Context: an optimization exercise on an open-source flow, tuned for small area and a short achievable clock period. The choices shown serve that exercise and are no tape-out recipe. Only simulation tests tie the RTL to the original design; equivalence was not proved. No run shown here takes its clock network from TritonCTS; it comes from the design's own scripts or RTL. The clock port is modelled as an ideal driver, which makes a skipped or thinned clock tree look cheaper than it is; a real chip needs a root buffer or a tree. No activity file was given, so power comes from the tool's default toggle rates.

===== design/flow/flow/cts.tcl =====
# Clock tree step of the own flow, in place of ORFS's cts.tcl: the same
# steps, but a shallow two-level clock tree (see mytree.tcl) instead of
# TritonCTS's H-tree.
set P $::env(FLOW_HOME)/platforms/sky130hd
set R $::env(RESULTS)
read_liberty $P/lib/sky130_fd_sc_hd__tt_025C_1v80.lib
read_db $R/3_place.odb
read_sdc $R/3_place.sdc
source $P/setRC.tcl
set_dont_use {sky130_fd_sc_hd__probe_p_8 sky130_fd_sc_hd__probec_p_8 sky130_fd_sc_hd__lpflow_*}

source [file dirname [info script]]/mytree.tcl
build_clock_tree $::env(CTS_NTOP) $::env(CTS_NLEAF) $::env(CTS_TOPBUF) $::env(CTS_LEAFBUF)

set_placement_padding -global -left 0 -right 0
detailed_placement
set_propagated_clock [all_clocks]
estimate_parasitics -placement
report_clock_latency -clock core_clock

repair_timing -setup_margin $::env(SETUP_MARGIN) -verbose
detailed_placement
check_placement -verbose
estimate_parasitics -placement
report_checks -path_delay max -format end -group_path_count 10
report_worst_slack -max
report_worst_slack -min

write_db $R/4_1_cts.odb
write_sdc -no_timestamp $R/4_cts.sdc

===== design/flow/flow/run.sh =====
#!/bin/bash
# Own layout flow: the standard flow (standard.sh) with two changes:
#  - the port buffers are sky130_fd_sc_hd__buf_4 (buffer_ports' default pick
#    is a delay cell);
#  - the clock tree step is flow/cts.tcl: the clock port drives 4 clkbuf_8,
#    which drive 8 clkbuf_16 placed at the centres of k-means clusters of the
#    registers, instead of TritonCTS's H-tree.
# Each step's output goes to a log file of its own in the work folder.
set -euo pipefail
R=$(pwd)/orfs/results/$FLOW_PLATFORM/cpu/base
PB="BUFFER_PORTS_ARGS=-buffer_cell sky130_fd_sc_hd__buf_4"
bash standard.sh "$PB" place > log_1_place.txt 2>&1
RESULTS=$R CTS_NTOP=4 CTS_NLEAF=8 CTS_TOPBUF=sky130_fd_sc_hd__clkbuf_8 \
  CTS_LEAFBUF=sky130_fd_sc_hd__clkbuf_16 SETUP_MARGIN=2.4 \
  openroad -no_init -exit flow/cts.tcl > log_2_cts.txt 2>&1
cp "$R/4_1_cts.odb" "$R/4_cts.odb"
touch "$R/4_cts.sdc"
bash standard.sh "$PB" finish > log_3_finish.txt 2>&1

===== design/flow/constraint.sdc =====
create_clock -name core_clock -period 4.0 [get_ports {clk}]
set_input_delay 0.8000 -clock core_clock [delete_from_list [all_inputs] [get_ports {clk}]]
set_output_delay 0.8000 -clock core_clock [all_outputs]
set_load 0.01 [all_outputs]

===== design/flow/config.mk =====
export PLATFORM = sky130hd
export DESIGN_NAME = cpu
export DESIGN_NICKNAME = cpu
export VERILOG_FILES = /design/flow/design.v
export SDC_FILE = /design/flow/constraint.sdc
export NUM_CORES = 4
export LEC_CHECK = 0
export CAP_MARGIN = 20
export CORE_MARGIN = 2
export CORE_UTILIZATION = 40
export SETUP_SLACK_MARGIN = 2.4
export SLEW_MARGIN = 20
export SYNTH_HIERARCHICAL = 1

===== design/flow/standard.sh =====
#!/bin/bash
# synth_recipe.tcl (not shown) runs the flow's synth.tcl, then flattens the netlist and writes it again
# the make line also repeats each setting of config.mk as NAME=value (left out here)
make -C /OpenROAD-flow-scripts/flow DESIGN_CONFIG=/design/flow/config.mk WORK_HOME=/design/flow/orfs CLKGATE_MAP_FILE= SYNTH_SCRIPT=/design/flow/synth_recipe.tcl "${@:-finish}"

===== design/flow/flow/mytree.tcl =====
# Build a one-level clock tree: the clock port drives NBUF clock buffers, each
# placed at the centre of a k-means cluster of the clock sinks it drives.
proc kmeans { xs ys nbuf {slack 1.15} } {
  set n [llength $xs]
  # k-means, seeded by spreading over the sink list sorted by angle around the centre
  set cx 0.0; set cy 0.0
  foreach x $xs y $ys { set cx [expr {$cx + $x}]; set cy [expr {$cy + $y}] }
  set cx [expr {$cx / $n}]; set cy [expr {$cy / $n}]
  set ang {}
  for {set i 0} {$i < $n} {incr i} {
    lappend ang [list $i [expr {atan2([lindex $ys $i] - $cy, [lindex $xs $i] - $cx)}]]
  }
  set ang [lsort -real -index 1 $ang]
  set kx {}; set ky {}
  for {set k 0} {$k < $nbuf} {incr k} {
    set i [lindex [lindex $ang [expr {int(($k + 0.5) * $n / $nbuf)}]] 0]
    lappend kx [expr {($cx + [lindex $xs $i]) / 2.0}]
    lappend ky [expr {($cy + [lindex $ys $i]) / 2.0}]
  }
  set cap [expr {int(ceil($slack * $n / $nbuf))}]
  for {set iter 0} {$iter < 30} {incr iter} {
    # balanced assignment: sinks in order of their best distance, capped cluster size
    set cand {}
    for {set i 0} {$i < $n} {incr i} {
      for {set k 0} {$k < $nbuf} {incr k} {
        set d [expr {abs([lindex $xs $i] - [lindex $kx $k]) + abs([lindex $ys $i] - [lindex $ky $k])}]
        lappend cand [list $i $k $d]
      }
    }
    set cand [lsort -real -index 2 $cand]
    set asg [lrepeat $n -1]
    set cnt [lrepeat $nbuf 0]
    foreach c $cand {
      lassign $c i k d
      if {[lindex $asg $i] >= 0} continue
      if {[lindex $cnt $k] >= $cap} continue
      lset asg $i $k
      lset cnt $k [expr {[lindex $cnt $k] + 1}]
    }
    set sx [lrepeat $nbuf 0.0]; set sy [lrepeat $nbuf 0.0]
    for {set i 0} {$i < $n} {incr i} {
      set k [lindex $asg $i]
      lset sx $k [expr {[lindex $sx $k] + [lindex $xs $i]}]
      lset sy $k [expr {[lindex $sy $k] + [lindex $ys $i]}]
    }
    for {set k 0} {$k < $nbuf} {incr k} {
      if {[lindex $cnt $k] > 0} {
        lset kx $k [expr {[lindex $sx $k] / [lindex $cnt $k]}]
        lset ky $k [expr {[lindex $sy $k] / [lindex $cnt $k]}]
      }
    }
  }
  puts "kmeans: $n points, cluster sizes $cnt"
  return [list $asg $kx $ky]
}

# Insert a buffer per cluster of the loads (iterms) of net src.
proc split_net { src loads nbuf bufname prefix {slack 1.15} } {
  set block [ord::get_db_block]
  set master [[ord::get_db] findMaster $bufname]
  set xs {}; set ys {}
  foreach it $loads {
    set bb [[$it getInst] getBBox]
    lappend xs [expr {([$bb xMin] + [$bb xMax]) / 2.0}]
    lappend ys [expr {([$bb yMin] + [$bb yMax]) / 2.0}]
  }
  lassign [kmeans $xs $ys $nbuf $slack] asg kx ky
  set nets {}; set bufs {}
  for {set k 0} {$k < $nbuf} {incr k} {
    set buf [odb::dbInst_create $block $master "${prefix}_$k"]
    set w [$master getWidth]
    set h [$master getHeight]
    $buf setLocation [expr {int([lindex $kx $k] - $w / 2)}] [expr {int([lindex $ky $k] - $h / 2)}]
    $buf setPlacementStatus PLACED
    set net [odb::dbNet_create $block "${prefix}_net_$k"]
    $net setSigType CLOCK
    [$buf findITerm X] connect $net
    lappend nets $net
    lappend bufs $buf
  }
  set i 0
  foreach it $loads {
    $it disconnect
    $it connect [lindex $nets [lindex $asg $i]]
    incr i
  }
  foreach buf $bufs { [$buf findITerm A] connect $src }
  return $bufs
}

# Clock tree: the clock port drives ntop buffers, which drive nleaf leaf
# buffers in all, which drive the clock sinks (nleaf 0: tops drive the sinks).
proc build_clock_tree { ntop nleaf topbuf leafbuf } {
  set block [ord::get_db_block]
  set clknet [$block findNet clk]
  set sinks [$clknet getITerms]
  if {$nleaf == 0} {
    split_net $clknet $sinks $ntop $topbuf clkbuf_top
    return
  }
  set leaves [split_net $clknet $sinks $nleaf $leafbuf clkbuf_leaf 1.05]
  set ins {}
  foreach b $leaves { lappend ins [$b findITerm A] }
  foreach it $ins { $it disconnect }
  set tmp [odb::dbNet_create $block "clk_tmp"]
  foreach it $ins { $it connect $tmp }
  set tops [split_net $clknet $ins $ntop $topbuf clkbuf_top 1.0]
  odb::dbNet_destroy $tmp
}

===== design/flow/design.v =====
module cpu(out, in, clk, reset);
input  [7:0] in;
input        clk, reset;
output [7:0] out;
reg [7:0]   out;
reg [7:0]   reg_a, reg_b, reg_c, mem_d;
reg [7:0]   alu_p, alu_g;               
reg         alu_c;                      
reg [127:0] mem;                        
reg [3:0]   a_lo, a_hi;                 
reg         c_alu;                      
reg         a_in, b_in, o_in;           
reg         o_c;                        
reg         ld_a, ld_c;                 
reg         a_c, b_c;                   
reg         o_z;                        
reg         mem_wr;                     
reg         st2, st3;                   
wire nx_s0 = ~reset & ~(a_in | b_in | o_in | ld_a | ld_c);
wire [15:0] nop = {15'd0, nx_s0} << in[7:4];
always @(posedge clk) begin
	c_alu  <= nop[0] | nop[1] | nop[2] | nop[3] | nop[4] | nop[5];
	a_in   <= nop[6];
	b_in   <= nop[7];
	o_in   <= nop[8];
	o_c    <= nop[9] | nop[11];
	ld_a   <= nop[10];
	ld_c   <= nop[12];
	a_c    <= nop[13];
	b_c    <= nop[14];
	o_z    <= nop[15];
	mem_wr <= nop[8] | nop[9] | nop[15];
	st2    <= ~reset & ld_a;
	st3    <= ~reset & ld_c;
	a_lo   <= nx_s0 ? (4'b0001 << in[1:0]) : 4'b0001;
	a_hi   <= nx_s0 ? (4'b0001 << in[3:2]) : 4'b0001;
end
wire [2:0] f = in[6:4];
wire inv_a = f[2] & f[0];
wire use_b = ~f[1] & ~(f[2] & f[0]);
wire inv_b = f[0] & ~f[2];
wire [7:0] a_sel = a_c ? reg_c : reg_a;
wire [7:0] b_sel = b_c ? reg_c : reg_b;
wire [7:0] alu_x = a_sel ^ {8{inv_a}};
wire [7:0] alu_y = (b_sel & {8{use_b}}) ^ {8{inv_b}};
always @(posedge clk) begin
	alu_p <= alu_x ^ alu_y;
	alu_g <= alu_x & alu_y;
	alu_c <= f[2] | (f[1] ^ f[0]);
end
reg  [8:0] cg, cp, cgn, cpn;
integer k, s;
always @(*) begin
	cg = {alu_g, alu_c};
	cp = {alu_p, 1'b0};
	for (s = 1; s < 9; s = s * 2) begin
		cgn = cg; cpn = cp;
		for (k = s; k < 9; k = k + 1) begin
			cgn[k] = cg[k] | (cp[k] & cg[k-s]);
			cpn[k] = cp[k] & cp[k-s];
		end
		cg = cgn; cp = cpn;
	end
end
wire [7:0] alu_out = alu_p ^ cg[7:0];
wire [7:0] mem_wd = (in & {8{o_in}}) | (reg_c & {8{o_c}});
reg [15:0] wsel, rsel;
integer i;
always @(*) begin
	for (i = 0; i < 16; i = i + 1) begin
		rsel[i] = a_hi[i / 4] & a_lo[i % 4];
		wsel[i] = mem_wr & rsel[i];
	end
end
wire [7:0] rd;
genvar gb, gp;
generate
	for (gb = 0; gb < 8; gb = gb + 1) begin : rdb
		wire [7:0] u;
		wire [1:0] v;
		for (gp = 0; gp < 8; gp = gp + 1) begin : rdp
			rd_aoi22 t (.y(u[gp]), .a1(rsel[2*gp]), .a2(mem[16*gp + gb]),
			            .b1(rsel[2*gp+1]), .b2(mem[16*gp + 8 + gb]));
		end
		rd_nand4 n0 (.y(v[0]), .a(u[0]), .b(u[1]), .c(u[2]), .d(u[3]));
		rd_nand4 n1 (.y(v[1]), .a(u[4]), .b(u[5]), .c(u[6]), .d(u[7]));
		rd_or2   o  (.y(rd[gb]), .a(v[0]), .b(v[1]));
	end
endgenerate
always @(posedge clk) begin
	for (i = 0; i < 16; i = i + 1)
		if (wsel[i])
			mem[8*i +: 8] <= mem_wd;
	if (!mem_wr)
		mem_d <= rd;
end
wire o_d = ld_a | ld_c | st3;
wire a_h = ~(a_in | a_c);
wire b_h = ~(b_in | b_c);
wire c_h = ~(c_alu | st2);
wire o_h = ~(o_in | o_c | o_d | o_z);
always @(posedge clk) begin
	if (reset) begin
		reg_a <= 8'd0;
		reg_b <= 8'd0;
		reg_c <= 8'd0;
		out   <= 8'd0;
	end else begin
		reg_a <= (in & {8{a_in}}) | (reg_c & {8{a_c}}) | (reg_a & {8{a_h}});
		reg_b <= (in & {8{b_in}}) | (reg_c & {8{b_c}}) | (reg_b & {8{b_h}});
		reg_c <= (alu_out & {8{c_alu}}) | (mem_d & {8{st2}}) | (reg_c & {8{c_h}});
		out   <= (in & {8{o_in}}) | (reg_c & {8{o_c}}) | (mem_d & {8{o_d}}) | (out & {8{o_h}});
	end
end
endmodule
module rd_aoi22(y, a1, a2, b1, b2);
input  a1, a2, b1, b2;
output y;
assign y = ~((a1 & a2) | (b1 & b2));
endmodule
module rd_nand4(y, a, b, c, d);
input  a, b, c, d;
output y;
assign y = ~(a & b & c & d);
endmodule
module rd_or2(y, a, b);
input  a, b;
output y;
assign y = a | b;
endmodule

==> results of run 1 <==
==> state kept, by name, indices dropped and copies added (netlist names), 4 cells and up <==
name   flops
reg_a      8
alu_p      8
mem      128
mem_d      8
reg_b      8
reg_c      8
out        8
alu_g      7
a_lo       4
a_hi       4
==> final cells by class <==
| cell class | instances | area, um^2 | share of cell area [%] |
|---|---|---|---|
| tap | 270 | 338 | 3.69 |
| multi-input combinational | 351 | 2840 | 31.0 |
| buffer | 12 | 255 | 2.79 |
| timing repair buffer | 24 | 206 | 2.26 |
| inverter | 5 | 18.8 | 0.205 |
| sequential | 205 | 5490 | 60.0 |
==> cell usage in the layout (no fill, tap or decap), types with 3 or more instances in the layout <==
| master | Yosys | layout |
|---|---|---|
| buf_4 | 0 | 18 |
| inv_1 | 5 | 5 |
| nor3_1 | 4 | 4 |
| dfxtp_2 | 0 | 9 |
| nand3_1 | 6 | 6 |
| or2_1 | 8 | 8 |
| and3_2 | 0 | 13 |
| dfxtp_4 | 0 | 3 |
| edfxtp_1 | 136 | 136 |
| a21o_1 | 3 | 3 |
| clkbuf_16 | 0 | 8 |
| dfxtp_1 | 69 | 57 |
| and2_4 | 0 | 10 |
| nor2b_1 | 3 | 3 |
| nor3b_1 | 11 | 11 |
| nor2_1 | 43 | 42 |
| buf_6 | 1 | 5 |
| a21oi_2 | 0 | 5 |
| o21a_1 | 3 | 3 |
| clkbuf_8 | 0 | 4 |
| xor2_1 | 8 | 8 |
| nand2_1 | 18 | 17 |
| and3_1 | 21 | 7 |
| and2_2 | 0 | 6 |
| nand2b_1 | 11 | 10 |
| nand4_1 | 16 | 16 |
| o21ai_0 | 8 | 8 |
| a22oi_2 | 64 | 64 |
| a221oi_1 | 25 | 25 |
| a22o_2 | 0 | 7 |
| mux2i_1 | 16 | 16 |
| a21oi_1 | 22 | 17 |
| ha_1 | 8 | 8 |
| a22oi_1 | 3 | 3 |
==> report_power, final <==
group,internal (mW),switching [mW]
logic,0.102,0.128
clock network,0.454,0.579
registers,2.29,0.0644
total,2.85,0.771
==> critical path, delay by kind of cell, from the launching register on <==
kind | cells | cell delay, ns
AOI/OAI and AO/OA | 2 | 0.49
buffers and inverters | 1 | 0.19
and+or+nand+nor | 2 | 0.26
adders and majority gates | 1 | 0.22
DFF | 1 | 0.35
==> cell families (layout without fill, tap and decap cells) <==
family                     after synthesis  in the layout  synth area share, %
AOI/OAI and AO/OA                      146            146                 16.8
muxes                                   16             16                 1.93
adders and majority gates                8              8                 1.21
DFF                                    205            205                 65.9
buffers and inverters                   31             41                 1.55
and+or+nand+nor                        171            171                 11.5
xor gates and xnor gates                10             10                 1.06
==> path summary, 6_finish.rpt <==
check	startpoint	end
worst max register to register	alu_p[0]	reg_c[3]
worst min register to register	ld_c	st3
worst max-delay path	alu_p[0]	reg_c[3]
worst min-delay path	ld_c	st3
==> metal layers <==
metal,track usage (%),vias up
li1,-,2308
met1,29.1,2569
met2,24.3,143
met3,0.864,21
met4,2.90,0
met5,0,-
==> Yosys stat by module, one instance, submodules excluded <==
module / flip-flops and latches / area, um^2 / copies in the design
rd_or2: 0 / 6.26 / 8
rd_aoi22: 0 / 12.5 / 64
rd_nand4: 0 / 6.26 / 16
cpu: 205 / 7340 / 1
==> results.txt, run 1 <==
status: no timing/DRC/antenna violations
Cells after DPL: 848
Max IR drop VDD: 0.191 mV
first-pass GRT wire length: 29,300 um
area share of the largest cell type after synthesis: 49.3%
Worst-Skew Late Latency: 0.31 ns
Synth async-reset ratio: 0%
Crit path largest cell delay: 0.35 ns
unrepaired setup endpoints after global routing: true
final core utilization: 45.0%
final worst setup slack: 2.41 ns
post-synthesis sequential area ratio: 65.9%
synthesized flop and latch total: 205
Max-Cap Viols: 0
top post-synthesis cells by count: edfxtp_1 (136), dfxtp_1 (69), a22oi_2 (64)
DP Area: 8700 um^2
wire length per cell: 21.9 um
largest net degree at the start of global routing: 37
Cells after Synth: 587
final cell count without fillers: 867
setup violators final: 0
Critical Path RT: 4.21 ns
GRT Overall Usage: 17.1%
Design Power: 3.62 mW
Hold Path Class: flop to flop
share of cells above drive strength 1: 27.8%
Max FO, Critical Path: 3
worst hold margin: 0.510 ns
WL met1: 9620 um
synth top area cells: edfxtp_1 (49%), dfxtp_1 (17%), a22oi_2 (9.7%)
Critical Path End Type: flop
period utilisation layout: 39.8%
# fillers: 1,836
Synth area leader: edfxtp_1
final hold violations: 0
pwr dens: 395 nW/um^2
CP cell instances: ha_1 -> o211ai_1 -> buf_4 -> nand3_1 -> and3b_1 -> o21a_1
Via Count: 5,041
Ys Warns: 7
slowest CP cell: dfxtp_2
syn nets: 605
vias in the first global route: 4,849
Pleak: 2.86 nW
ANT nets after route: 0
placed wire-length estimate: 12,900 um
Final Cell Area: 9140 um^2
Highest Signal Layer: met4
drt total wl: 19,000 um
DRC: 0
synthesized area per cell: 14.1 um^2
fin crit period: 1.59 ns
Unique masters post-synth: 46
PortBufs: 17
die area: 21,900 um^2
area grow syn2layout: 10.3%
critical path launch point type: flop
DR iter-0 viols: 583
Die Span Y: 148 um
wire length on met3: 950 um
# rows: 52
clk_skew: 0.0231 ns
EDFF count, synth: 136
die extent in x: 148 um
antenna violations before repair: 0
pin slew with the least headroom to its limit: 0.725 ns
metal2 WL: 8060 um
crit path kind: flop to flop
vias per cell: 5.81
core footprint: 20,300 um^2
Overflow after GRT: 0
R2R depth: 6
Mapped Area: 8290 um^2
setup TNS after final layout: 0 ns
CTS clock-pin slew for the worst setup and hold paths: 0.10 ns
pre-CTS setup slack: 1.99 ns
most common cell in the netlist: edfxtp_1
Max Clk Rate: 629 MHz
drt pass-1 iters: 5
Worst R2R Setup Slack: 2.41 ns
initial core utilization: 40.8%
nets@finish: 617
Slew HR: 51.6%
Hold Path Stages: 1
io pins: 18
CP arrival: 1.80 ns
predominant post-synthesis flop cell: edfxtp_1
gpl congestion: 0.748
ANT cells: 0
final max-slew violation count: 0
==> run 2: changes to the inputs <==
--- a/design/flow/flow/run.sh
+++ b/design/flow/flow/run.sh
@@ -11,7 +11,7 @@
 PB="BUFFER_PORTS_ARGS=-buffer_cell sky130_fd_sc_hd__buf_4"
 bash standard.sh "$PB" place > log_1_place.txt 2>&1
 RESULTS=$R CTS_NTOP=4 CTS_NLEAF=8 CTS_TOPBUF=sky130_fd_sc_hd__clkbuf_8 \
-  CTS_LEAFBUF=sky130_fd_sc_hd__clkbuf_16 SETUP_MARGIN=2.4 \
+  CTS_LEAFBUF=sky130_fd_sc_hd__clkbuf_16 SETUP_MARGIN=2.2 \
   openroad -no_init -exit flow/cts.tcl > log_2_cts.txt 2>&1
 cp "$R/4_1_cts.odb" "$R/4_cts.odb"
 touch "$R/4_cts.sdc"
--- a/design/flow/config.mk
+++ b/design/flow/config.mk
@@ -8,6 +8,6 @@
 export CAP_MARGIN = 20
 export CORE_MARGIN = 2
 export CORE_UTILIZATION = 40
-export SETUP_SLACK_MARGIN = 2.4
+export SETUP_SLACK_MARGIN = 2.2
 export SLEW_MARGIN = 20
 export SYNTH_HIERARCHICAL = 1
==> run 2 against run 1 <==
Final cell count is 0.58% lower. Wire length fell by 2.5%. Critical path depth down 1. Sequential share of layout area up 1.2 points. Clock skew fell by 0.0023 ns. Worst setup slack got worse by 0.15 ns. Flip-flop and latch count stayed put. Combinational power fell by 8%. Die area did not move. Register-to-register slack got worse by 0.13 ns. Total power down 0.39%. First-iteration DRC count shrank 18%. Critical endpoint is now ld_c. Largest power group unchanged.
==> results.txt, run 2 <==
status: no timing/DRC/antenna violations
Biggest register: mem
share of cells above drive strength 1: 17.7%
Pleak: 2.78 nW
R2R depth: 4
setup violators final: 0
CP arrival: 1.95 ns
Mapped Area: 8290 um^2
Unique masters post-synth: 46
nets@finish: 612
EDFF count, synth: 136
first-pass GRT wire length: 28,400 um
Post-Synth Adder-Cell Area: 1.21%
slowest CP cell: and3_2
initial core utilization: 40.8%
predominant post-synthesis flop cell: edfxtp_1
Critical Path RT: 4.21 ns
CP cell instances: buf_4 -> nor2_1 -> and3_2 -> nand2_2 -> nor4b_1
ANT nets after route: 0
sw power: 0.768 mW
Max Clk Rate: 574 MHz
DR iter-0 viols: 478
post-synthesis sequential area ratio: 65.9%
Ys Warns: 7
worst hold margin: 0.476 ns
switching part of the total: 21.3%
die area: 21,900 um^2
commonest non-fill, non-tap cell in the layout: edfxtp_1
most common cell in the netlist: edfxtp_1
setup TNS after final layout: 0 ns
Die Span Y: 148 um
part of the power in the clock network: 28.9%
GRT Overall Usage: 16.5%
Post-Synth XOR/XNOR Area: 1.06%
Via Count: 4,995
unrepaired setup endpoints after global routing: true
largest net degree at the start of global routing: 37
Cells after Synth: 587
synth top area cells: edfxtp_1 (49%), dfxtp_1 (17%), a22oi_2 (9.7%)
antenna violations before repair: 0
area grow syn2layout: 7.76%
Worst-Skew Late Latency: 0.31 ns
FF-to-FF Start: a_lo[2]
Seq pwr share: 65.2%
Synth area leader: edfxtp_1
PortBufs: 17
gpl congestion: 0.796
Synth async-reset ratio: 0%
Hold Path Stages: 1
pin slew with the least headroom to its limit: 0.726 ns
Hold Path Origin: ld_a
Hold Path Class: flop to flop
Max FO, Critical Path: 36
Worst R2R Setup Slack: 2.28 ns
io pins: 18
fin crit period: 1.74 ns
Crit path largest cell delay: 0.29 ns
Post-Synth Simple-Gate Area: 11.5%
placed wire-length estimate: 12,700 um
vias per cell: 5.79
most frequent cells in the layout: edfxtp_1 (136), dfxtp_1 (67), a22oi_2 (64), nor2_1 (43), a221oi_1 (25)
final hold violations: 0
Overflow after GRT: 0
Design Power: 3.60 mW
synthesized area per cell: 14.1 um^2
ANT cells: 0
Max IR drop VDD: 0.218 mV
Compound-Gate Fraction of Synth Area: 16.8%
# rows: 52
synthesized flop and latch total: 205
critical path launch point type: input pin
CTS clock-pin slew for the worst setup and hold paths: 0.11 ns
mux cell area share after synthesis: 1.93%
# fillers: 1,842
main combinational cell family by area after synthesis: compound AO/OA/AOI/OAI gates
DRC: 0
wire length per cell: 21.5 um
Slew HR: 51.5%
pwr dens: 403 nW/um^2
Comb pwr share: 5.9%
top post-synthesis cells by count: edfxtp_1 (136), dfxtp_1 (69), a22oi_2 (64)
period utilisation layout: 43.6%
max reg flops: 128
drt pass-1 iters: 5
Internal: 2.83 mW
die extent in x: 148 um
final max-slew violation count: 0
Critical Path End Type: flop
area share of the largest cell type after synthesis: 49.3%
Reg2Reg Capture Point: mem_d[1]
core footprint: 20,300 um^2
drt total wl: 18,500 um
worst-case hold path end point: st2
syn nets: 605
clk_skew: 0.0208 ns
Max-Cap Viols: 0
crit path kind: input pin to flop
vias in the first global route: 4,684
==> run 2: cell counts after synthesis <==
No cell type changed its count.
==> run 2: how the worst max path moves through the flow <==
stage               cells past startpoint  slack, ns   end   from
finish                                  5       2.26  ld_c  reset
global route                            5       2.13  ld_a  reset
detailed placement                      5       1.89  ld_c  reset
global placement                        5       1.96  ld_c  reset
floorplan                               6       2.21  ld_c  reset
==> run 2: cell families after synthesis <==
| kind of cell | after synthesis |
|---|---|
| buffers and inverters | 31 |
| muxes | 16 |
| DFF | 205 |
| xor gates and xnor gates | 10 |
| and+or+nand+nor | 171 |
| adders and majority gates | 8 |
| AOI/OAI and AO/OA | 146 |
==> run 2: power groups by stage <==
stage	Clock (mW)	Sequential (mW)	Combinational, mW
6_report	1.04	2.35	0.212
5_1_grt	1.14	2.36	0.234
3_5_place_dp	0	2.40	0.211
3_3_place_gp	0	2.39	0.207
2_1_floorplan	0	2.37	0.153
==> run 2: metal layers <==
layer	wire length (um)	GRT usage, %
met5	0	0
met4	337	2.57
met3	902	1.20
met2	8020	24.6
met1	9230	26.9
==> run 2: final cells by class <==
| cell class | count | area (um^2) | share of cell area, % |
|---|---|---|---|
| buffer | 12 | 255 | 2.86 |
| inverter | 5 | 18.8 | 0.210 |
| multi-input combinational | 351 | 2710 | 30.4 |
| sequential | 205 | 5470 | 61.2 |
| tap | 270 | 338 | 3.78 |
| timing repair buffer | 19 | 143 | 1.60 |
==> run 2: worst max-delay path: cells and delay by family <==
family        cells  cell delay (ns)
simple gates      4             0.89
buf+inv           1             0.24
==> run 2: metrics by stage <==
stage               utilization (%)  setup slack, ns  instances  instance area (um^2)
floorplan                         -             2.21        587                  8320
global placement               42.7             1.96        848                  8660
detailed placement             42.7             1.89        848                  8660
global route                   44.0             2.13        862                  8930
finish                         44.0             2.26        862                  8930
==> run 2: Yosys stat by module (local to each module, per instance) <==
module | times used | cells
cpu | 1 | 499
rd_aoi22 | 64 | 1
rd_nand4 | 16 | 1
rd_or2 | 8 | 1
==> run 3: changes to the inputs <==
--- a/design/flow/flow/run.sh
+++ b/design/flow/flow/run.sh
@@ -4,7 +4,8 @@
 #    is a delay cell);
 #  - the clock tree step is flow/cts.tcl: the clock port drives 4 clkbuf_8,
 #    which drive 8 clkbuf_16 placed at the centres of k-means clusters of the
-#    registers, instead of TritonCTS's H-tree.
+#    registers, instead of TritonCTS's H-tree, followed by the timing repair
+#    and a greedy downsizing pass that keeps the worst slack.
 # Each step's output goes to a log file of its own in the work folder.
 set -euo pipefail
 R=$(pwd)/orfs/results/$FLOW_PLATFORM/cpu/base
--- a/design/flow/flow/cts.tcl
+++ b/design/flow/flow/cts.tcl
@@ -1,6 +1,7 @@
 # Clock tree step of the own flow, in place of ORFS's cts.tcl: the same
 # steps, but a shallow two-level clock tree (see mytree.tcl) instead of
-# TritonCTS's H-tree.
+# TritonCTS's H-tree, and a greedy downsizing pass (see downsize.tcl) after
+# the timing repair.
 set P $::env(FLOW_HOME)/platforms/sky130hd
 set R $::env(RESULTS)
 read_liberty $P/lib/sky130_fd_sc_hd__tt_025C_1v80.lib
@@ -20,6 +21,13 @@
 
 repair_timing -setup_margin $::env(SETUP_MARGIN) -verbose
 detailed_placement
+estimate_parasitics -placement
+
+# area recovery: smaller drive strengths wherever the worst slack allows
+source [file dirname [info script]]/downsize.tcl
+set ws0 [sta::worst_slack_cmd max]
+downsize_cells [expr {$ws0 - 0.002e-9}] 0.1e-9
+detailed_placement
 check_placement -verbose
 estimate_parasitics -placement
 report_checks -path_delay max -format end -group_path_count 10
==> design/flow/flow/downsize.tcl (new file) <==
# Greedy area recovery: try each instance in its family's smallest drive
# strengths, keeping a change only if the worst setup slack stays at or above
# the target and the worst hold slack stays above hold_min.
proc downsize_cells { target hold_min } {
  set block [ord::get_db_block]
  set tried 0; set kept 0; set saved 0.0
  set cands {}
  foreach inst [$block getInsts] {
    set m [[$inst getMaster] getName]
    if {![regexp {^(sky130_fd_sc_hd__\w+?)_(\d+)$} $m -> base drive]} continue
    if {[string match "*clkbuf*" $base] || [string match "*tap*" $base] || [string match "*fill*" $base] || [string match "*decap*" $base] || [string match "*conb*" $base]} continue
    if {[string match "clkbuf_*" [$inst getName]]} continue
    lappend cands [list $inst $base $drive]
  }
  foreach c $cands {
    lassign $c inst base drive
    set name [$inst getName]
    set cur [[$inst getMaster] getName]
    set curarea [expr {[[$inst getMaster] getWidth] * [[$inst getMaster] getHeight]}]
    set opts {}
    foreach lc [get_lib_cells ${base}_*] {
      set ln [get_name $lc]
      if {![regexp {_(\d+)$} $ln -> d]} continue
      if {$ln eq $cur} continue
      set mm [[ord::get_db] findMaster $ln]
      if {$mm eq "NULL"} continue
      set a [expr {[$mm getWidth] * [$mm getHeight]}]
      if {$a < $curarea} { lappend opts [list $ln $a] }
    }
    set opts [lsort -real -index 1 $opts]
    foreach o $opts {
      lassign $o ln a
      incr tried
      replace_cell $name $ln
      set ws [sta::worst_slack_cmd max]
      set hs [sta::worst_slack_cmd min]
      if {$ws >= $target && $hs >= $hold_min} {
        incr kept
        set saved [expr {$saved + ($curarea - $a) / 1e6}]
        break
      } else {
        replace_cell $name $cur
      }
    }
  }
  puts "downsize: tried $tried, kept $kept, saved $saved um2"
}
==> run 3 against run 2 <==
Still clean. Synthesized area did not move. Synthesized cell count stayed put. Total power fell by 0.48%. Worst setup slack gained 0.016 ns. Clock power barely moved. Largest cell class unchanged. Largest power group unchanged.
==> results.txt, run 3 <==
status: no timing/DRC/antenna violations
Critical Path RT: 4.19 ns
Synth async-reset ratio: 0%
Hold Path Stages: 1
Pleak: 2.70 nW
fin crit period: 1.73 ns
Max IR drop VDD: 0.218 mV
Reg2Reg Capture Point: mem_d[7]
nets@finish: 612
Overflow after GRT: 0
Unique masters post-synth: 46
wire length per cell: 21.5 um
pin slew with the least headroom to its limit: 0.747 ns
critical path launch point type: input pin
antenna violations before repair: 0
io pins: 18
DP Area: 8660 um^2
synth top area cells: edfxtp_1 (49%), dfxtp_1 (17%), a22oi_2 (9.7%)
R2R depth: 4
Synth area leader: edfxtp_1
CP arrival: 1.92 ns
top post-synthesis cells by count: edfxtp_1 (136), dfxtp_1 (69), a22oi_2 (64)
area grow syn2layout: 3.37%
die extent in x: 148 um
synthesized flop and latch total: 205
placed wire-length estimate: 12,700 um
final cell count without fillers: 862
pwr dens: 418 nW/um^2
period utilisation layout: 43.2%
first-pass GRT wire length: 28,400 um
predominant post-synthesis flop cell: edfxtp_1
vias per cell: 5.82
commonest non-fill, non-tap cell in the layout: edfxtp_1
unrepaired setup endpoints after global routing: true
drt pass-1 iters: 5
Worst-Skew Late Latency: 0.31 ns
die area: 21,900 um^2
CTS clock-pin slew for the worst setup and hold paths: 0.11 ns
Cells after DPL: 848
area share of the largest cell type after synthesis: 49.3%
most common cell in the netlist: edfxtp_1
gpl congestion: 0.796
Die Span Y: 148 um
share of cells above drive strength 1: 5.07%
Max FO, Critical Path: 18
ANT nets after route: 0
Hold Path Class: flop to flop
Max Clk Rate: 579 MHz
vias in the first global route: 4,663
Worst R2R Setup Slack: 2.32 ns
DR iter-0 viols: 466
Via Count: 5,014
post-synthesis sequential area ratio: 65.9%
Max-Cap Viols: 0
setup TNS after final layout: 0 ns
DRC: 0
Cells after Synth: 587
Biggest register: mem
max reg flops: 128
most frequent cells in the layout: edfxtp_1 (136), a22oi_1 (67), dfxtp_1 (67), nor2_1 (42), a221oi_1 (25)
crit path kind: input pin to flop
clk_skew: 0.0215 ns
# fillers: 1,895
initial core utilization: 40.8%
GRT Overall Usage: 16.6%
synthesized area per cell: 14.1 um^2
setup violators final: 0
worst-case hold path end point: st2
core footprint: 20,300 um^2
Mapped Area: 8290 um^2
largest net degree at the start of global routing: 37
EDFF count, synth: 136
FF-to-FF Start: a_lo[0]
Critical Path End Type: flop
# rows: 52
Ys Warns: 7
drt total wl: 18,600 um
final hold violations: 0
final core utilization: 42.2%
Slew HR: 50.1%
Hold Path Origin: ld_a
Final Cell Area: 8570 um^2
PortBufs: 17
ANT cells: 0
syn nets: 605
final max-slew violation count: 0
-- run 3: logic make-up after synthesis --
logic type               share of synthesized area (%)
AO/OA/AOI/OAI                                     16.8
XOR/XNOR                                          1.06
adder cells (fa/ha/maj)                           1.21
buffers and inverters                             1.55
flip-flops                                        65.9
multiplexers                                      1.93
AND/OR/NAND/NOR                                   11.5
-- run 3: final cells by class --
type / count / area (um^2) / share of cell area (%)
timing repair buffer: 19 / 90.1 / 1.05
buffer: 12 / 255 / 2.98
inverter: 5 / 18.8 / 0.219
tap: 270 / 338 / 3.94
multi-input combinational: 351 / 2400 / 28.0
sequential: 205 / 5470 / 63.8
-- run 3: per-module statistics from Yosys (local to each module, per instance) --
module,cells inside,cell area [um^2]
rd_nand4,1,6.26
rd_aoi22,1,12.5
cpu,499,7340
rd_or2,1,6.26
-- run 3: report_power, final --
part | total [mW] | internal [mW] | switching, mW
Sequential | 2.35 | 2.29 | 0.0596
Combinational | 0.194 | 0.0765 | 0.117
Clock | 1.04 | 0.454 | 0.588
-- run 3: stage by stage --
stage                     power, mW  worst slack (ns)  hold WS [ns]
after global routing           3.71              2.18         0.506
final                          3.58              2.27         0.479
after floorplan                2.52              2.21         0.454
after detailed placement       2.61              1.89         0.476
after global placement         2.60              1.96         0.471
-- run 3: routing by layer --
metal,track usage (%),routed length (um),up-vias
li1,-,-,2292
met2,24.5,8070,170
met5,0,0,-
met3,1.20,1060,17
met1,27.3,9150,2535
met4,2.24,293,0
-- run 3: worst max-delay path by stage --
stage,start,to,slack (ns),depth (start not counted)
2_1_floorplan,reset,ld_c,2.21,6
3_3_place_gp,reset,ld_c,1.96,5
3_5_place_dp,reset,ld_c,1.89,5
5_1_grt,in[5],out[5],2.18,4
6_report,in[5],out[5],2.27,4
-- run 3: worst max-delay path, stage by stage --
cell and delay (ns):
clkbuf_2 0.27, a22o_1 0.50, a221oi_1 0.27, nor2_1 0.06
==> run 4: changes to the inputs <==
--- a/design/flow/flow/run.sh
+++ b/design/flow/flow/run.sh
@@ -12,7 +12,7 @@
 PB="BUFFER_PORTS_ARGS=-buffer_cell sky130_fd_sc_hd__buf_4"
 bash standard.sh "$PB" place > log_1_place.txt 2>&1
 RESULTS=$R CTS_NTOP=4 CTS_NLEAF=8 CTS_TOPBUF=sky130_fd_sc_hd__clkbuf_8 \
-  CTS_LEAFBUF=sky130_fd_sc_hd__clkbuf_16 SETUP_MARGIN=2.2 \
+  CTS_LEAFBUF=sky130_fd_sc_hd__clkbuf_16 SETUP_MARGIN=2.6 \
   openroad -no_init -exit flow/cts.tcl > log_2_cts.txt 2>&1
 cp "$R/4_1_cts.odb" "$R/4_cts.odb"
 touch "$R/4_cts.sdc"
--- a/design/flow/config.mk
+++ b/design/flow/config.mk
@@ -8,6 +8,6 @@
 export CAP_MARGIN = 20
 export CORE_MARGIN = 2
 export CORE_UTILIZATION = 40
-export SETUP_SLACK_MARGIN = 2.2
+export SETUP_SLACK_MARGIN = 2.6
 export SLEW_MARGIN = 20
 export SYNTH_HIERARCHICAL = 1
==> run 4 against run 3 <==
Worst setup slack improved by 0.13 ns. Final cell count rose by 5.0%. Highest routed layer unchanged. Sequential power barely moved. Global-route usage rose by 0.81 points.
==> results.txt, run 4 <==
status: no timing/DRC/antenna violations
DR iter-0 viols: 415
io pins: 18
die extent in x: 148 um
predominant post-synthesis flop cell: edfxtp_1
drt pass-1 iters: 5
DRC: 0
Post-Synth XOR/XNOR Area: 1.06%
die area: 21,900 um^2
crit path kind: flop to flop
met3 Usage GRT: 1.02%
ANT nets after route: 0
Max-Cap Viols: 0
Cells after Synth: 587
Post-Synth Simple-Gate Area: 11.5%
pin slew with the least headroom to its limit: 0.563 ns
Overflow after GRT: 0
# fillers: 1,770
syn nets: 605
GRT Overall Usage: 17.4%
main combinational cell family by area after synthesis: compound AO/OA/AOI/OAI gates
drt total wl: 19,600 um
Ys Warns: 7
Biggest register: mem
EDFF count, synth: 136
gpl congestion: 0.799
busiest grt layer: met2
Max IR drop VDD: 0.219 mV
Die Span Y: 148 um
# rows: 52
wire length per cell: 21.7 um
most common cell in the netlist: edfxtp_1
final hold violations: 0
ANT cells: 0
clk_skew: 0.0156 ns
vias in the first global route: 4,967
Worst-Skew Late Latency: 0.31 ns
area grow syn2layout: 15.3%
critical path launch point type: flop
post-synthesis sequential area ratio: 65.9%
fin crit period: 1.60 ns
met1 Use GR: 25.7%
CP arrival: 1.65 ns
period utilisation layout: 40.0%
Critical Path RT: 4.05 ns
Unique masters post-synth: 46
synthesized area per cell: 14.1 um^2
Slew HR: 62.5%
Synth area leader: edfxtp_1
pwr dens: 383 nW/um^2
setup violators final: 0
Max FO, Critical Path: 8
mux cell area share after synthesis: 1.93%
CTS clock-pin slew for the worst setup and hold paths: 0.10 ns
GR Layer Usage met2: 29.0%
Mapped Area: 8290 um^2
initial core utilization: 40.8%
final max-slew violation count: 0
Critical Path End Type: flop
nets@finish: 655
first-pass GRT wire length: 29,700 um
Compound-Gate Fraction of Synth Area: 16.8%
synthesized flop and latch total: 205
Design Power: 3.66 mW
largest net degree at the start of global routing: 28
Hold Path Class: flop to flop
placed wire-length estimate: 12,600 um
PortBufs: 17
core footprint: 20,300 um^2
vias per cell: 5.71
Via Count: 5,166
worst hold margin: 0.512 ns
Post-Synth Adder-Cell Area: 1.21%
area share of the largest cell type after synthesis: 49.3%
Max Clk Rate: 625 MHz
max reg flops: 128
antenna violations before repair: 1
commonest non-fill, non-tap cell in the layout: edfxtp_1
most frequent cells in the layout: edfxtp_1 (136), a22oi_1 (45), nor2_1 (42), dfxtp_1 (33), dfxtp_2 (31)
Synth async-reset ratio: 0%
synth top area cells: edfxtp_1 (49%), dfxtp_1 (17%), a22oi_2 (9.7%)
share of cells above drive strength 1: 28.7%
Pleak: 3.10 nW
setup TNS after final layout: 0 ns
unrepaired setup endpoints after global routing: true
top post-synthesis cells by count: edfxtp_1 (136), dfxtp_1 (69), a22oi_2 (64)
-- run 4: cell counts after synthesis --
No cell type changed its count.
-- run 4: final timing paths --
check	startpoint	to	cells after the start	slack [ns]
worst min register to register	ld_c	st3	1	0.51
worst max-delay path	a_hi[0]	mem_d[2]	4	2.40
worst max register to register	a_hi[0]	mem_d[2]	4	2.40
worst min-delay path	ld_c	st3	1	0.51
-- run 4: layer usage --
layer	part of all wire [%]	vias to the layer above
li1	-	2388
met1	45	2624
met2	49	135
met3	5.0	19
met4	1.6	0
met5	0	-
-- run 4: worst max-delay path: stages (launching register included) --
cell     delay [ns]
dfxtp_4        0.39
and2_4         0.20
a22oi_2        0.22
nand4_1        0.23
or2_1          0.30
-- run 4: power by group --
group / switching [mW] / internal [mW] / leakage [nW] / total, mW
clock: 0.582 / 0.454 / 0.127 / 1.04
sequential: 0.0648 / 2.29 / 1.72 / 2.36
combinational: 0.147 / 0.124 / 1.25 / 0.271
total: 0.794 / 2.87 / 3.10 / 3.66
-- run 4: modules after synthesis (local to each module, per instance) --
module / cells / flops+latches / copies in the design / area (um^2)
rd_aoi22: 1 / 0 / 64 / 12.5
rd_or2: 1 / 0 / 8 / 6.26
rd_nand4: 1 / 0 / 16 / 6.26
cpu: 499 / 205 / 1 / 7340
-- run 4: cell families after synthesis --
family                   count (synthesis)
flip-flops                             205
AND/OR/NAND/NOR                        171
AO/OA/AOI/OAI                          146
buffers and inverters                   31
multiplexers                            16
XOR/XNOR                                10
adder cells (fa/ha/maj)                  8
-- run 4: area by class of cell --
cell class / count / area, um^2 / area share (%)
plain buffers: 12 / 255 / 2.67
repair buffers: 62 / 592 / 6.19
multi-input cells: 351 / 2840 / 29.7
inverters: 5 / 18.8 / 0.196
well taps: 270 / 338 / 3.53
flip-flops and latches: 205 / 5520 / 57.8
-- run 4: stage by stage --
stage	cells	worst slack (ns)	instance area, um^2	util (%)
global route	905	2.36	9560	47.1
floorplan	587	2.27	8560	-
detailed placement	848	2.02	8820	43.4
finish	905	2.40	9560	47.1
global placement	848	2.06	8820	43.4
==> run 5: changes to the inputs <==
--- a/design/flow/flow/run.sh
+++ b/design/flow/flow/run.sh
@@ -12,7 +12,7 @@
 PB="BUFFER_PORTS_ARGS=-buffer_cell sky130_fd_sc_hd__buf_4"
 bash standard.sh "$PB" place > log_1_place.txt 2>&1
 RESULTS=$R CTS_NTOP=4 CTS_NLEAF=8 CTS_TOPBUF=sky130_fd_sc_hd__clkbuf_8 \
-  CTS_LEAFBUF=sky130_fd_sc_hd__clkbuf_16 SETUP_MARGIN=2.6 \
+  CTS_LEAFBUF=sky130_fd_sc_hd__clkbuf_16 SETUP_MARGIN=2.4 \
   openroad -no_init -exit flow/cts.tcl > log_2_cts.txt 2>&1
 cp "$R/4_1_cts.odb" "$R/4_cts.odb"
 touch "$R/4_cts.sdc"
--- a/design/flow/config.mk
+++ b/design/flow/config.mk
@@ -8,6 +8,6 @@
 export CAP_MARGIN = 20
 export CORE_MARGIN = 2
 export CORE_UTILIZATION = 40
-export SETUP_SLACK_MARGIN = 2.6
+export SETUP_SLACK_MARGIN = 2.4
 export SLEW_MARGIN = 20
 export SYNTH_HIERARCHICAL = 1
==> run 5 against run 4 <==
Still clean on timing, DRC and antenna. Clock power about the same. Maximum frequency is 0.66% higher. Critical path depth grew 2. Clock skew increased by 0.010 ns. Cell area is 7.2% lower. Synthesized area stayed put. First-iteration DRC count is 43% higher. Combinational power decreased by about 20%.
==> results.txt, run 5 <==
Reg2Reg Capture Point: reg_c[3]
Hold Path Class: flop to flop
io pins: 18
synthesized flop and latch total: 205
period utilisation layout: 39.7%
# fillers: 1,878
EDFF count, synth: 136
initial core utilization: 40.8%
Design Power: 3.60 mW
pre-CTS setup slack: 1.99 ns
most frequent cells in the layout: edfxtp_1 (136), a22oi_1 (62), dfxtp_1 (55), nor2_1 (42), a221oi_1 (24)
delay-heaviest family, CP: compound AO/OA/AOI/OAI gates
pin slew with the least headroom to its limit: 0.685 ns
unrepaired setup endpoints after global routing: true
Max-Cap Viols: 0
Internal: 2.84 mW
Max FO, Critical Path: 3
critical path launch point type: flop
core footprint: 20,300 um^2
share of cells above drive strength 1: 18.7%
first-pass GRT wire length: 29,400 um
vias in the first global route: 4,805
Critical Path End Type: flop
PortBufs: 17
Max Clk Rate: 630 MHz
GRT Overall Usage: 17.2%
final max-slew violation count: 0
R2R depth: 6
die extent in x: 148 um
DR iter-0 viols: 592
area share of the largest cell type after synthesis: 49.3%
largest net degree at the start of global routing: 37
WL met1: 9660 um
Die Span Y: 148 um
status: no timing/DRC/antenna violations
Highest Signal Layer: met4
Hold Path Origin: ld_c
ANT nets after route: 0
Hold Path Stages: 1
predominant post-synthesis flop cell: edfxtp_1
switching part of the total: 21.1%
CTS clock-pin slew for the worst setup and hold paths: 0.10 ns
Unique masters post-synth: 46
Max IR drop VDD: 0.191 mV
vias per cell: 5.88
wire length on met3: 935 um
metal2 WL: 8150 um
ANT cells: 0
nets@finish: 620
Slew HR: 54.3%
synth top area cells: edfxtp_1 (49%), dfxtp_1 (17%), a22oi_2 (9.7%)
synthesized area per cell: 14.1 um^2
CP Buf/Inv Count: 1
Ys Warns: 7
Cells after DPL: 848
final core utilization: 43.7%
sw power: 0.761 mW
Pleak: 2.85 nW
worst-case hold path end point: st3
Seq pwr share: 65.4%
Overflow after GRT: 0
Crit path largest cell delay: 0.36 ns
Comb pwr share: 6.0%
drt total wl: 19,100 um
Worst-Skew Late Latency: 0.31 ns
commonest non-fill, non-tap cell in the layout: edfxtp_1
gpl congestion: 0.748
pwr dens: 406 nW/um^2
antenna violations before repair: 0
Final Cell Area: 8870 um^2
Sequential cell area: 5490 um^2
final cell count without fillers: 870
# rows: 52
area grow syn2layout: 6.99%
most common cell in the netlist: edfxtp_1
Mapped Area: 8290 um^2
Cells after Synth: 587
Critical Path RT: 4.21 ns
Biggest register: mem
part of the power in the clock network: 28.5%
setup TNS after final layout: 0 ns
setup violators final: 0
syn nets: 605
final hold violations: 0
clk_skew: 0.0259 ns
DP Area: 8700 um^2
CP arrival: 1.80 ns
final worst setup slack: 2.41 ns
area of the multi-input gates: 2540 um^2
Synth async-reset ratio: 0%
die area: 21,900 um^2
worst hold margin: 0.503 ns
Via Count: 5,114
drt pass-1 iters: 5
crit path kind: flop to flop
slowest CP cell: dfxtp_2
fin crit period: 1.59 ns
top post-synthesis cells by count: edfxtp_1 (136), dfxtp_1 (69), a22oi_2 (64)
max reg flops: 128
placed wire-length estimate: 12,900 um
wire length per cell: 21.9 um
CP cell instances: ha_1 -> o211ai_1 -> buf_4 -> nand3_1 -> and3b_1 -> o21a_1
Worst R2R Setup Slack: 2.41 ns
post-synthesis sequential area ratio: 65.9%
FF-to-FF Start: alu_p[0]
DRC: 0
Synth area leader: edfxtp_1
## run 5: cell count changes in the layout (fill, tap and decap cells not counted), moves of 7 or more
cell	previous run	this run
dfxtp_1	33	55
a22oi_2	22	5
and3_2	4	13
a22oi_1	45	62
nand2b_4	8	1
and3_1	16	7
nand2b_1	3	10
buf_4	20	9
buf_1	11	0
dfxtp_2	31	11
## run 5: power by group through the flow
stage / combinational, mW / clock [mW] / sequential [mW]
6_report: 0.218 / 1.03 / 2.35
5_1_grt: 0.241 / 1.13 / 2.36
3_5_place_dp: 0.216 / 0 / 2.40
3_3_place_gp: 0.210 / 0 / 2.40
2_1_floorplan: 0.164 / 0 / 2.37
## run 5: how the worst max path moves through the flow
stage                        start  endpoint  cells past startpoint
after detailed placement     reset  reg_c[6]                      4
after global placement       reset  reg_c[6]                      4
after global routing      alu_p[0]  reg_c[3]                      6
after floorplan              in[5]  alu_p[4]                      5
final                     alu_p[0]  reg_c[3]                      6
## run 5: per-layer routing
| layer | global-route usage (%) | up-vias |
|---|---|---|
| met1 | 29.3 | 2624 |
| met3 | 1.17 | 24 |
| met2 | 24.0 | 155 |
| met5 | 0 | - |
| li1 | - | 2311 |
| met4 | 2.90 | 0 |
## run 5: cells by family after synthesis
group | Yosys count | synth area share [%]
compound gates | 146 | 16.8
buf+inv | 31 | 1.55
flops | 205 | 65.9
fa+ha+maj | 8 | 1.21
xor+xnor | 10 | 1.06
mux | 16 | 1.93
simple gates | 171 | 11.5
## run 5: modules after synthesis, one instance, submodules excluded
| module | area [um^2] | flops+latches | copies in the design |
|---|---|---|---|
| cpu | 7340 | 205 | 1 |
| rd_aoi22 | 12.5 | 0 | 64 |
| rd_nand4 | 6.26 | 0 | 16 |
| rd_or2 | 6.26 | 0 | 8 |
## run 5: area by class of cell
cell class | count | share of cell area, %
buffer | 12 | 2.88
inverter | 5 | 0.212
multi-input combinational | 351 | 28.7
sequential | 205 | 61.9
tap | 270 | 3.81
timing repair buffer | 27 | 2.54
==> run 6: changes to the inputs <==
--- a/design/flow/design.v
+++ b/design/flow/design.v
@@ -48,21 +48,46 @@
 	alu_g <= alu_x & alu_y;
 	alu_c <= f[2] | (f[1] ^ f[0]);
 end
-reg  [8:0] cg, cp, cgn, cpn;
-integer k, s;
-always @(*) begin
-	cg = {alu_g, alu_c};
-	cp = {alu_p, 1'b0};
-	for (s = 1; s < 9; s = s * 2) begin
-		cgn = cg; cpn = cp;
-		for (k = s; k < 9; k = k + 1) begin
-			cgn[k] = cg[k] | (cp[k] & cg[k-s]);
-			cpn[k] = cp[k] & cp[k-s];
-		end
-		cg = cgn; cp = cpn;
+wire [7:0] g1n, p1n, g2, p2, g3n;
+wire [7:0] alu_out;
+assign g1n[0] = 1'b0;                   
+alu_aoi21 l1g1 (.y(g1n[1]), .a1(alu_p[0]), .a2(alu_c), .b1(alu_g[0]));
+genvar gk;
+generate
+	for (gk = 2; gk < 8; gk = gk + 1) begin : l1
+		alu_aoi21 g (.y(g1n[gk]), .a1(alu_p[gk-1]), .a2(alu_g[gk-2]), .b1(alu_g[gk-1]));
+		alu_nand2 p (.y(p1n[gk]), .a(alu_p[gk-1]), .b(alu_p[gk-2]));
 	end
-end
-wire [7:0] alu_out = alu_p ^ cg[7:0];
+endgenerate
+assign p1n[1:0] = 2'b11;                
+wire alu_c_n;
+alu_inv   l1c  (.y(alu_c_n), .a(alu_c));
+alu_inv   l2g1 (.y(g2[1]), .a(g1n[1]));
+alu_oai21 l2g2 (.y(g2[2]), .a1(p1n[2]), .a2(alu_c_n), .b1(g1n[2]));
+alu_oai21 l2g3 (.y(g2[3]), .a1(p1n[3]), .a2(g1n[1]), .b1(g1n[3]));
+generate
+	for (gk = 4; gk < 8; gk = gk + 1) begin : l2
+		alu_oai21 g (.y(g2[gk]), .a1(p1n[gk]), .a2(g1n[gk-2]), .b1(g1n[gk]));
+		alu_nor2  p (.y(p2[gk]), .a(p1n[gk]), .b(p1n[gk-2]));
+	end
+endgenerate
+assign g2[0] = alu_c;
+assign p2[3:0] = 4'd0;                  
+generate
+	for (gk = 4; gk < 8; gk = gk + 1) begin : l3
+		alu_aoi21 g (.y(g3n[gk]), .a1(p2[gk]), .a2(g2[gk-4]), .b1(g2[gk]));
+	end
+endgenerate
+assign g3n[3:0] = 4'd0;                 
+alu_xor2  s0 (.y(alu_out[0]), .a(alu_p[0]), .b(alu_c));
+alu_xnor2 s1 (.y(alu_out[1]), .a(alu_p[1]), .b(g1n[1]));
+alu_xor2  s2 (.y(alu_out[2]), .a(alu_p[2]), .b(g2[2]));
+alu_xor2  s3 (.y(alu_out[3]), .a(alu_p[3]), .b(g2[3]));
+generate
+	for (gk = 4; gk < 8; gk = gk + 1) begin : sh
+		alu_xnor2 s (.y(alu_out[gk]), .a(alu_p[gk]), .b(g3n[gk]));
+	end
+endgenerate
 wire [7:0] mem_wd = (in & {8{o_in}}) | (reg_c & {8{o_c}});
 reg [15:0] wsel, rsel;
 integer i;
@@ -128,3 +153,38 @@
 output y;
 assign y = a | b;
 endmodule
+module alu_aoi21(y, a1, a2, b1);
+input  a1, a2, b1;
+output y;
+assign y = ~((a1 & a2) | b1);
+endmodule
+module alu_oai21(y, a1, a2, b1);
+input  a1, a2, b1;
+output y;
+assign y = ~((a1 | a2) & b1);
+endmodule
+module alu_nand2(y, a, b);
+input  a, b;
+output y;
+assign y = ~(a & b);
+endmodule
+module alu_nor2(y, a, b);
+input  a, b;
+output y;
+assign y = ~(a | b);
+endmodule
+module alu_inv(y, a);
+input  a;
+output y;
+assign y = ~a;
+endmodule
+module alu_xor2(y, a, b);
+input  a, b;
+output y;
+assign y = a ^ b;
+endmodule
+module alu_xnor2(y, a, b);
+input  a, b;
+output y;
+assign y = ~(a ^ b);
+endmodule
--- a/design/flow/config.mk
+++ b/design/flow/config.mk
@@ -7,7 +7,7 @@
 export LEC_CHECK = 0
 export CAP_MARGIN = 20
 export CORE_MARGIN = 2
-export CORE_UTILIZATION = 40
+export CORE_UTILIZATION = 55
 export SETUP_SLACK_MARGIN = 2.4
 export SLEW_MARGIN = 20
 export SYNTH_HIERARCHICAL = 1
==> run 6 against run 5 <==
Still clean. Total power grew 1.2%. Synthesized cell count down 1.2%. Cell area shrank 1.9%. Wire length increased by 2.1%.
==> results.txt, run 6 <==
status: no timing/DRC/antenna violations
R2R depth: 4
share of cells above drive strength 1: 18.2%
Worst-Skew Late Latency: 0.31 ns
die extent in x: 127 um
critical path launch point type: flop
final max-slew violation count: 0
Critical Path End Type: flop
initial core utilization: 55.5%
# fillers: 1,225
die area: 16,200 um^2
area share of the largest cell type after synthesis: 48.9%
Final Cell Area: 8700 um^2
Reg2Reg Capture Point: mem_d[7]
fin crit period: 1.63 ns
CP Buf/Inv Count: 0
setup violators final: 0
synth top area cells: edfxtp_1 (49%), dfxtp_1 (17%), a22oi_2 (9.6%)
max reg flops: 128
CP cell instances: and2_4 -> a22oi_2 -> nand4_1 -> or2_1
Mapped Area: 8350 um^2
area grow syn2layout: 4.20%
Pleak: 2.70 nW
io pins: 18
Worst R2R Setup Slack: 2.37 ns
drt pass-1 iters: 8
clk_skew: 0.0164 ns
GRT Overall Usage: 23.7%
DR iter-0 viols: 522
critical path depth: 4
delay-heaviest family, CP: simple AND/OR/NAND/NOR gates
sw power: 0.801 mW
predominant post-synthesis flop cell: edfxtp_1
Overflow after GRT: 0
worst-case hold path end point: out[2]
final worst setup slack: 2.37 ns
Ys Warns: 7
most frequent cells in the layout: edfxtp_1 (136), a22oi_1 (60), dfxtp_1 (53), a21oi_1 (31), nor2_1 (30)
setup TNS after final layout: 0 ns
Hold Path Class: flop to flop
top post-synthesis cells by count: edfxtp_1 (136), dfxtp_1 (69), a22oi_2 (64)
Max-Cap Viols: 0
Sequential cell area: 5490 um^2
ANT nets after route: 0
commonest non-fill, non-tap cell in the layout: edfxtp_1
final core utilization: 57.9%
DP Area: 8610 um^2
Biggest register: mem
Max IR drop VDD: 0.336 mV
Cells after Synth: 580
EDFF count, synth: 136
post-synthesis sequential area ratio: 65.4%
first-pass GRT wire length: 29,000 um
Hold Path Stages: 2
Slew HR: 49.8%
placed wire-length estimate: 12,700 um
synthesized area per cell: 14.4 um^2
# rows: 45
PortBufs: 17
Crit path largest cell delay: 0.38 ns
antenna violations before repair: 0
core footprint: 15,000 um^2
wire length per cell: 24.9 um
most common cell in the netlist: edfxtp_1
Max Clk Rate: 613 MHz
Max FO, Critical Path: 8
CP arrival: 1.68 ns
area of the multi-input gates: 2500 um^2
crit path kind: flop to flop
Critical Path RT: 4.05 ns
Unique masters post-synth: 40
final hold violations: 0
DRC: 0
nets@finish: 613
pin slew with the least headroom to its limit: 0.752 ns
Hold Path Origin: out[2]
gpl congestion: 0.835
Die Span Y: 127 um
period utilisation layout: 40.8%
CTS clock-pin slew for the worst setup and hold paths: 0.10 ns
FF-to-FF Start: a_lo[2]
Seq pwr share: 64.7%
pwr dens: 418 nW/um^2
part of the power in the clock network: 28.8%
switching part of the total: 22.0%
Internal: 2.84 mW
vias per cell: 6.37
syn nets: 597
drt total wl: 19,500 um
Synth async-reset ratio: 0%
Synth area leader: edfxtp_1
largest net degree at the start of global routing: 36
Via Count: 4,981
pre-CTS setup slack: 2.00 ns
unrepaired setup endpoints after global routing: true
vias in the first global route: 4,718
synthesized flop and latch total: 205
ANT cells: 0
Comb pwr share: 6.5%
slowest CP cell: dfxtp_2
[run 6: worst max-delay path by stage]
stage,slack [ns],endpoint,from
global placement,2.05,out[5],in[5]
detailed placement,2.00,out[5],in[5]
finish,2.37,mem_d[7],a_lo[2]
floorplan,2.35,alu_p[3],in[5]
global route,2.31,mem_d[7],a_lo[2]
[run 6: cell families after synthesis]
group	Yosys count	share of synthesized area (%)
fa+ha+maj	7	1.05
buf+inv	31	1.96
compound gates	143	16.2
simple gates	155	10.9
mux	22	2.64
flops	205	65.4
xor+xnor	17	1.78
[run 6: power by group through the flow]
stage | logic [mW] | clock network, mW | registers [mW]
after floorplan | 0.172 | 0 | 2.37
after global placement | 0.238 | 0 | 2.40
after detailed placement | 0.242 | 0 | 2.40
after global routing | 0.255 | 1.13 | 2.36
final | 0.237 | 1.05 | 2.35
[run 6: final cells by class]
type                       count  share of cell area (%)
buffer                        12                    2.93
inverter                       4                   0.173
multi-input combinational    344                    28.8
sequential                   205                    63.1
tap                          188                    2.70
timing repair buffer          29                    2.32
[run 6: stage by stage]
step	hold slack (ns)	total power, mW	std cells
2_1_floorplan	0.474	2.55	580
3_3_place_gp	0.460	2.64	759
3_5_place_dp	0.466	2.64	759
5_1_grt	0.500	3.75	782
6_report	0.471	3.64	782
[run 6: layer usage]
metal | routed length, um | global-route usage, % | share of wire [%] | vias to the layer above
li1 | - | - | - | 2268
met1 | 9410 | 37.6 | 48 | 2565
met2 | 8900 | 36.3 | 46 | 127
met3 | 925 | 2.47 | 4.7 | 21
met4 | 270 | 3.75 | 1.4 | 0
met5 | 0 | 0 | 0 | -
[run 6: per-module statistics from Yosys (local to each module, per instance)]
module | cell area [um^2] | cells
cpu | 7160 | 455
rd_aoi22 | 12.5 | 1
alu_aoi21 | 8.76 | 1
alu_xnor2 | 8.76 | 1
alu_xor2 | 8.76 | 1
rd_nand4 | 6.26 | 1
rd_or2 | 6.26 | 1
alu_oai21 | 5.00 | 1
alu_inv | 3.75 | 1
alu_nand2 | 3.75 | 1
alu_nor2 | 3.75 | 1
[run 6: worst register-to-register path, delay by kind of cell (launching register included)]
family,cells,cell delay [ns]
AOI/OAI and AO/OA,1,0.22
DFF,1,0.38
and+or+nand+nor,3,0.77
==> run 7: changes to the inputs <==
--- a/design/flow/config.mk
+++ b/design/flow/config.mk
@@ -7,7 +7,8 @@
 export LEC_CHECK = 0
 export CAP_MARGIN = 20
 export CORE_MARGIN = 2
-export CORE_UTILIZATION = 55
+export CORE_UTILIZATION = 40
+export PLACE_DENSITY = 0.75
 export SETUP_SLACK_MARGIN = 2.4
 export SLEW_MARGIN = 20
 export SYNTH_HIERARCHICAL = 1
==> run 7 against run 6 <==
Clock skew is 0.015 ns higher. Via count decreased by 0.34%. Die area increased by 36%. Wire length down 6.5%. Register-to-register slack improved by 0.06 ns. Hold slack improved by 0.027 ns. Maximum frequency is 2.1% higher. Clock power hardly changed. Total power shrank 1.5%. First-iteration DRC count increased by 11%. Critical endpoint is now out[4]. Largest cell class unchanged. Largest power group unchanged.
==> results.txt, run 7 <==
unrepaired setup endpoints after global routing: true
GRT Overall Usage: 15.9%
Cells after Synth: 580
EDFF count, synth: 136
delay-heaviest family, CP: flip-flops
Hold Path Origin: out[1]
CP cell instances: buf_6
Critical Path End Type: output pin
CTS clock-pin slew for the worst setup and hold paths: 0.10 ns
first-pass GRT wire length: 27,500 um
area of the multi-input gates: 2420 um^2
# fillers: 1,827
Overflow after GRT: 0
DR iter-0 viols: 577
R2R depth: 4
ANT nets after route: 0
Hold Path Stages: 2
setup TNS after final layout: 0 ns
syn nets: 597
top post-synthesis cells by count: edfxtp_1 (136), dfxtp_1 (69), a22oi_2 (64)
initial core utilization: 41.0%
fin crit period: 1.60 ns
FF-to-FF Start: a_hi[2]
clk_skew: 0.0317 ns
final worst setup slack: 2.40 ns
Pleak: 2.67 nW
Slew HR: 56.4%
ANT cells: 0
Unique masters post-synth: 40
Design Power: 3.59 mW
vias per cell: 5.79
die area: 22,000 um^2
final max-slew violation count: 0
Die Span Y: 148 um
Max FO, Critical Path: 2
critical path launch point type: flop
antenna violations before repair: 0
Hold Path Class: flop to flop
Synth async-reset ratio: 0%
pre-CTS setup slack: 2.05 ns
Worst-Skew Late Latency: 0.32 ns
worst-case hold path end point: out[1]
synthesized flop and latch total: 205
worst hold margin: 0.498 ns
nets@finish: 606
largest net degree at the start of global routing: 36
Biggest register: mem
io pins: 18
final core utilization: 42.8%
Mapped Area: 8350 um^2
Max IR drop VDD: 0.228 mV
placed wire-length estimate: 12,200 um
# rows: 52
DRC: 0
vias in the first global route: 4,877
slowest CP cell: dfxtp_4
Via Count: 4,964
Crit path largest cell delay: 0.37 ns
pin slew with the least headroom to its limit: 0.653 ns
Reg2Reg Capture Point: mem_d[7]
predominant post-synthesis flop cell: edfxtp_1
pwr dens: 411 nW/um^2
crit path kind: flop to output pin
status: no timing/DRC/antenna violations
most frequent cells in the layout: edfxtp_1 (136), a22oi_1 (67), dfxtp_1 (53), a21oi_1 (36), nor2_1 (30)
CP Buf/Inv Count: 1
Critical Path RT: 3.20 ns
die extent in x: 148 um
Max-Cap Viols: 0
drt pass-1 iters: 8
synth top area cells: edfxtp_1 (49%), dfxtp_1 (17%), a22oi_2 (9.6%)
Synth area leader: edfxtp_1
gpl congestion: 0.847
CP arrival: 0.80 ns
post-synthesis sequential area ratio: 65.4%
max reg flops: 128
Sequential cell area: 5500 um^2
Ys Warns: 7
area share of the largest cell type after synthesis: 48.9%
final hold violations: 0
critical path depth: 1
setup violators final: 0
period utilisation layout: 39.9%
share of cells above drive strength 1: 14.5%
drt total wl: 18,200 um
synthesized area per cell: 14.4 um^2
PortBufs: 17
Worst R2R Setup Slack: 2.43 ns
core footprint: 20,400 um^2
Max Clk Rate: 626 MHz
commonest non-fill, non-tap cell in the layout: edfxtp_1
most common cell in the netlist: edfxtp_1
area grow syn2layout: 4.36%
wire length per cell: 21.3 um
-- run 7: cell types whose count changed in the layout (fill, tap and decap cells not counted), moves of 5 or more --
cell | before | now
a21oi_1 | 31 | 36
a21oi_2 | 5 | 0
a22oi_1 | 60 | 67
a22oi_2 | 12 | 5
and3_1 | 11 | 18
and3_2 | 7 | 0
buf_1 | 6 | 0
dfxtp_2 | 14 | 9
dfxtp_4 | 2 | 7
-- run 7: cells by family after synthesis --
group                      after synthesis  share of synthesized area, %
xor gates and xnor gates                17                          1.78
buffers and inverters                   31                          1.96
adders and majority gates                7                          1.05
AOI/OAI and AO/OA                      143                          16.2
DFF                                    205                          65.4
and+or+nand+nor                        155                          10.9
muxes                                   22                          2.64
-- run 7: report_power, final --
part	internal (mW)	total, mW	switching (mW)	leakage [nW]
sequential	2.29	2.36	0.0662	1.67
clock	0.453	1.02	0.562	0.127
combinational	0.0893	0.212	0.123	0.881
-- run 7: area by class of cell --
cell class	count	area share (%)
inverter	4	0.172
timing repair buffer	22	2.12
sequential	205	63.1
multi-input combinational	344	27.8
buffer	12	2.93
tap	270	3.88
-- run 7: through the flow --
stage,instance area [um^2],instances
finish,8710,857
global route,8710,857
detailed placement,8710,840
global placement,8710,840
floorplan,8430,580
-- run 7: worst max-delay path by stage --
stage	end	slack (ns)	start
floorplan	alu_p[3]	2.35	in[5]
global placement	out[5]	2.08	in[5]
detailed placement	out[5]	2.05	in[5]
global route	a_in	2.38	o_in
finish	out[4]	2.40	out[4]
-- run 7: metal layers --
| layer | GRT usage [%] | vias to the layer above | share of wire, % |
|---|---|---|---|
| met5 | 0 | - | 0 |
| met2 | 27.0 | 173 | 48 |
| li1 | - | 2252 | - |
| met4 | 3.62 | 0 | 2.4 |
| met1 | 22.3 | 2505 | 44 |
| met3 | 1.63 | 34 | 5.2 |
-- run 7: Yosys stat by module (local to each module, per instance), excerpt --
module     flops+latches  cell area [um^2]
rd_nand4               0              6.26
alu_nand2              0              3.75
rd_aoi22               0              12.5
alu_xnor2              0              8.76
alu_nor2               0              3.75
alu_xor2               0              8.76
alu_aoi21              0              8.76

==> separate check: timing with driven ports <==
Ports are ideal in the flow. The routed layouts listed here were re-timed in OpenROAD. Step 1 assumes that a clkbuf_16 drives the clock port and a buf_2 every other input. Step 2 adds t to the input delays and takes it off the output delays; t is the mean of the earliest and latest rising clock arrival at the registers after step 1. Input paths then give back, and output paths get back, about the clock's delay inside the block. a / b / c = ideal / step 1 / step 2; a / b = the first two.
run | t, ns | setup WS [ns] | clock arrival spread, ns
run 1 | 0.374 | 2.410 / 2.335 / 2.154 | 0.023 / 0.023
run 2 | 0.373 | 2.256 / 2.251 / 1.935 | 0.023 / 0.022
run 3 | 0.372 | 2.272 / 2.239 / 1.948 | 0.023 / 0.023
run 4 | 0.378 | 2.401 / 2.339 / 2.176 | 0.015 / 0.016
run 5 | 0.376 | 2.412 / 2.339 / 2.106 | 0.026 / 0.026
run 6 | 0.385 | 2.369 / 2.330 / 2.077 | 0.017 / 0.017
run 7 | 0.378 | 2.403 / 2.325 / 2.151 | 0.035 / 0.034
After both steps setup and hold are still met in every run listed. For run 3, which loses most, drivers alone change the setup slack by -0.033 ns; drivers and shift together by -0.324 ns.
